Context: an optimization exercise on an open-source flow, tuned for small area. The choices shown serve that exercise and are no tape-out recipe.
Power is estimated from default activity; no workload was simulated.

v27:
## outCPLD
module outCPLD (
    input              pclk_50M,
    input        [1:8] outP,
    input       [1:28] out,
    output logic [1:8] eoutP,
    output logic [1:28] eout
);
  localparam logic [22:0] DONE  = 23'h14dd03;
  localparam logic [22:0] DMASK = 23'h3ffff9;
  logic [22:0] cnt1;
  logic [22:0] cnt2;
  logic [22:0] cnt3;
  logic [22:0] cnt4;
  logic [22:0] cnt5;
  logic [22:0] cnt6;
  logic [22:0] cnt7;
  logic [22:0] cnt8;
  always_ff @(posedge pclk_50M) begin
    cnt1 <= outP[1] ? {~cnt1[21:0], ~(cnt1[20] ^ cnt1[22])} : '1;
    cnt2 <= outP[2] ? {~cnt2[21:0], ~(cnt2[20] ^ cnt2[22])} : '1;
    cnt3 <= outP[3] ? {~cnt3[21:0], ~(cnt3[20] ^ cnt3[22])} : '1;
    cnt4 <= outP[4] ? {~cnt4[21:0], ~(cnt4[20] ^ cnt4[22])} : '1;
    cnt5 <= outP[5] ? {~cnt5[21:0], ~(cnt5[20] ^ cnt5[22])} : '1;
    cnt6 <= outP[6] ? {~cnt6[21:0], ~(cnt6[20] ^ cnt6[22])} : '1;
    cnt7 <= outP[7] ? {~cnt7[21:0], ~(cnt7[20] ^ cnt7[22])} : '1;
    cnt8 <= outP[8] ? {~cnt8[21:0], ~(cnt8[20] ^ cnt8[22])} : '1;
    eoutP[1] <= outP[1] & (eoutP[1] | ((cnt1 & DMASK) == (DONE & DMASK)));
    eoutP[2] <= outP[2] & (eoutP[2] | ((cnt2 & DMASK) == (DONE & DMASK)));
    eoutP[3] <= outP[3] & (eoutP[3] | ((cnt3 & DMASK) == (DONE & DMASK)));
  ...
For scale: about 650 cells after synthesis, ~220 flip-flops, about 0.0065 mm2 of cells after synthesis.
==> flow/config.mk <==
export PLATFORM = sky130hd
export DESIGN_NAME = outCPLD
export DESIGN_NICKNAME = outCPLD
export VERILOG_FILES = /design/flow/design.v
export SDC_FILE = /design/flow/constraint.sdc
export NUM_CORES = 4
export LEC_CHECK = 0
export CAP_MARGIN = 0
export CORE_MARGIN = 2
export CORE_UTILIZATION = 60
export SLEW_MARGIN = 0
==> flow/constraint.sdc <==
create_clock -name core_clock -period 5.0 [get_ports {pclk_50M}]
set_input_delay 1.0000 -clock core_clock [delete_from_list [all_inputs] [get_ports {pclk_50M}]]
set_output_delay 1.0000 -clock core_clock [all_outputs]
set_load 0.01 [all_outputs]
standard.sh (not shown) runs the stock make flow with config.mk's settings and CLKGATE_MAP_FILE= SYNTH_SCRIPT=/design/flow/synth_recipe.tcl, a recipe that flattens the netlist after the stock synthesis.
==> flow/flow/run.sh <==
#!/bin/bash
# Own layout flow: the standard ORFS flow with
#  - port buffers inserted by global placement made sky130_fd_sc_hd__buf_1,
#  - clock tree synthesis without dummy loads.
set -euo pipefail
export BUFFER_PORTS_ARGS="-buffer_cell sky130_fd_sc_hd__buf_1"
export CTS_ARGS="-sink_clustering_enable -repair_clock_nets -sink_clustering_size 20 -sink_clustering_max_diameter 60 -buf_list {sky130_fd_sc_hd__clkbuf_2 sky130_fd_sc_hd__clkbuf_4 sky130_fd_sc_hd__clkbuf_8} -dont_use_dummy_load"
bash standard.sh finish > standard_finish.log 2>&1
v27 reached the final stage; the timing, design-rule and antenna checks on its layout passed.
Inputs modified between v27 and v40:
Settings: CTS_CLUSTER_DIAMETER newly set to 40; SLEW_MARGIN changed from 0 to 20; CTS_CLUSTER_SIZE newly set to 22; CTS_BUF_LIST newly set to sky130_fd_sc_hd__clkbuf_8; CAP_MARGIN changed from 0 to 20.
==> flow/flow/run.sh <==
#!/bin/bash
# Own layout flow: the standard ORFS flow, with the port buffers that
# global placement inserts made sky130_fd_sc_hd__buf_1 (the smallest buffer)
# instead of the cell buffer_ports picks by default.
set -euo pipefail
export BUFFER_PORTS_ARGS="-buffer_cell sky130_fd_sc_hd__buf_1"
bash standard.sh finish > standard_finish.log 2>&1
Findings:
Deepest level of the CTS H-tree essentially unchanged between v27 and v40. Floorplan die area delta (v40 -> v27): insignificant. Summary of v40 over v27: clock network power share went up, cell leakage power went up, total design power went up. On post-CTS resize count, v40 and v27 are neck and neck. Measured against each other, v40 and v27 differ in wire length, the lower figure coming from v27. In the reports for v40 and v27, the larger part of the power in combinational logic belongs to v27.
diff inputs: v40 => v20
Settings: swapping sky130_fd_sc_hd__clkbuf_8 for sky130_fd_sc_hd__clkbuf_2 sky130_fd_sc_hd__clkbuf_4 sky130_fd_sc_hd__clkbuf_8 in CTS_BUF_LIST; swapping 22 for 20 in CTS_CLUSTER_SIZE; swapping 40 for 60 in CTS_CLUSTER_DIAMETER.
==> flow/flow/run.sh <==
#!/bin/bash
# Own layout flow: the standard ORFS flow with
#  - port buffers inserted by global placement made sky130_fd_sc_hd__buf_1,
#  - clock tree synthesis without dummy loads.
set -euo pipefail
export BUFFER_PORTS_ARGS="-buffer_cell sky130_fd_sc_hd__buf_1"
export CTS_ARGS="-sink_clustering_enable -repair_clock_nets -sink_clustering_size 20 -sink_clustering_max_diameter 60 -buf_list {sky130_fd_sc_hd__clkbuf_2 sky130_fd_sc_hd__clkbuf_4 sky130_fd_sc_hd__clkbuf_8} -dont_use_dummy_load"
bash standard.sh finish > standard_finish.log 2>&1
[summary]
The higher fmax of v20 and v40 is in v40. As far as area of the mapped netlist goes, v20 and v40 are indistinguishable; the numbers are identical. Normalized max-slew margin essentially unchanged between v40 and v20. Looking at finished layout cell area across v20 and v40, the one that comes out higher is v40. Summary: with v40 as the reference, total power in v20 moved down by more than 10%.
Inputs modified between v20 and v38:
Settings: swapping 60 for 40 in CTS_CLUSTER_DIAMETER; swapping 20 for 16 in CTS_CLUSTER_SIZE; putting PLACE_DENSITY at 0.8 where nothing was set; swapping sky130_fd_sc_hd__clkbuf_2 sky130_fd_sc_hd__clkbuf_4 sky130_fd_sc_hd__clkbuf_8 for sky130_fd_sc_hd__clkbuf_4 sky130_fd_sc_hd__clkbuf_8 in CTS_BUF_LIST; swapping 60 for 75 in CORE_UTILIZATION.
==> flow/run.sh (new file) <==
#!/bin/bash
# synth_recipe.tcl (not shown) runs the flow's synth.tcl, then flattens the netlist and writes it again
# the make line also repeats each setting of config.mk as NAME=value (left out here)
make -C /OpenROAD-flow-scripts/flow DESIGN_CONFIG=/design/flow/config.mk WORK_HOME=/design/flow/orfs CLKGATE_MAP_FILE= SYNTH_SCRIPT=/design/flow/synth_recipe.tcl finish
removed: flow/flow/run.sh
removed: flow/standard.sh
Findings:
- Both conditions hold for v38: the flow ran to the end and the final layout passed the timing, design-rule and antenna checks.
- Changes observed in v38 relative to v20: first-pass GRT wire length increased by 24% relative to the old numbers; via count increased by 9.6% relative to the old numbers; power consumption increased by 380 uW relative to the old numbers; worst-case hold slack increased by 0.012 ns relative to the old numbers.
- Proportion of power drawn by the clock network up 6.8 points in v38 wrt v20
No functional check of the RTL was part of any run of this note.

## afterwards: timing with drivers on the ports
No port has a modelled driver above. Below, the same layouts with a new extraction and two added sets of constraints. Step 1: set_driving_cell puts a clkbuf_16 on pclk_50M and a buf_2 on each other input, an assumption about the parent block. Step 2, shift: input delay + t, output delay - t, t = (earliest + latest rising clock arrival at the registers) / 2. This alone moves slack from input paths to output paths. Slacks: no drivers / after step 1 / after step 2; pairs: no drivers / after step 1.
run	shift t [ns]	setup WS [ns]	hold slack, ns	slew at the worst register clock pin (ns)
v27	0.496	2.756 / 2.770 / 2.274	0.356 / 0.356 / 0.356	0.11 / 0.11
v40	0.556	2.820 / 2.832 / 2.276	0.362 / 0.362 / 0.362	0.11 / 0.11
v20	0.496	2.756 / 2.770 / 2.274	0.356 / 0.356 / 0.356	0.11 / 0.11
v38	0.532	2.227 / 2.224 / 1.692	0.368 / 0.368 / 0.368	0.10 / 0.10
After both steps every run listed still meets setup and hold. For v40, which loses most, drivers alone change the setup slack by +0.012 ns; drivers and shift together by -0.544 ns.
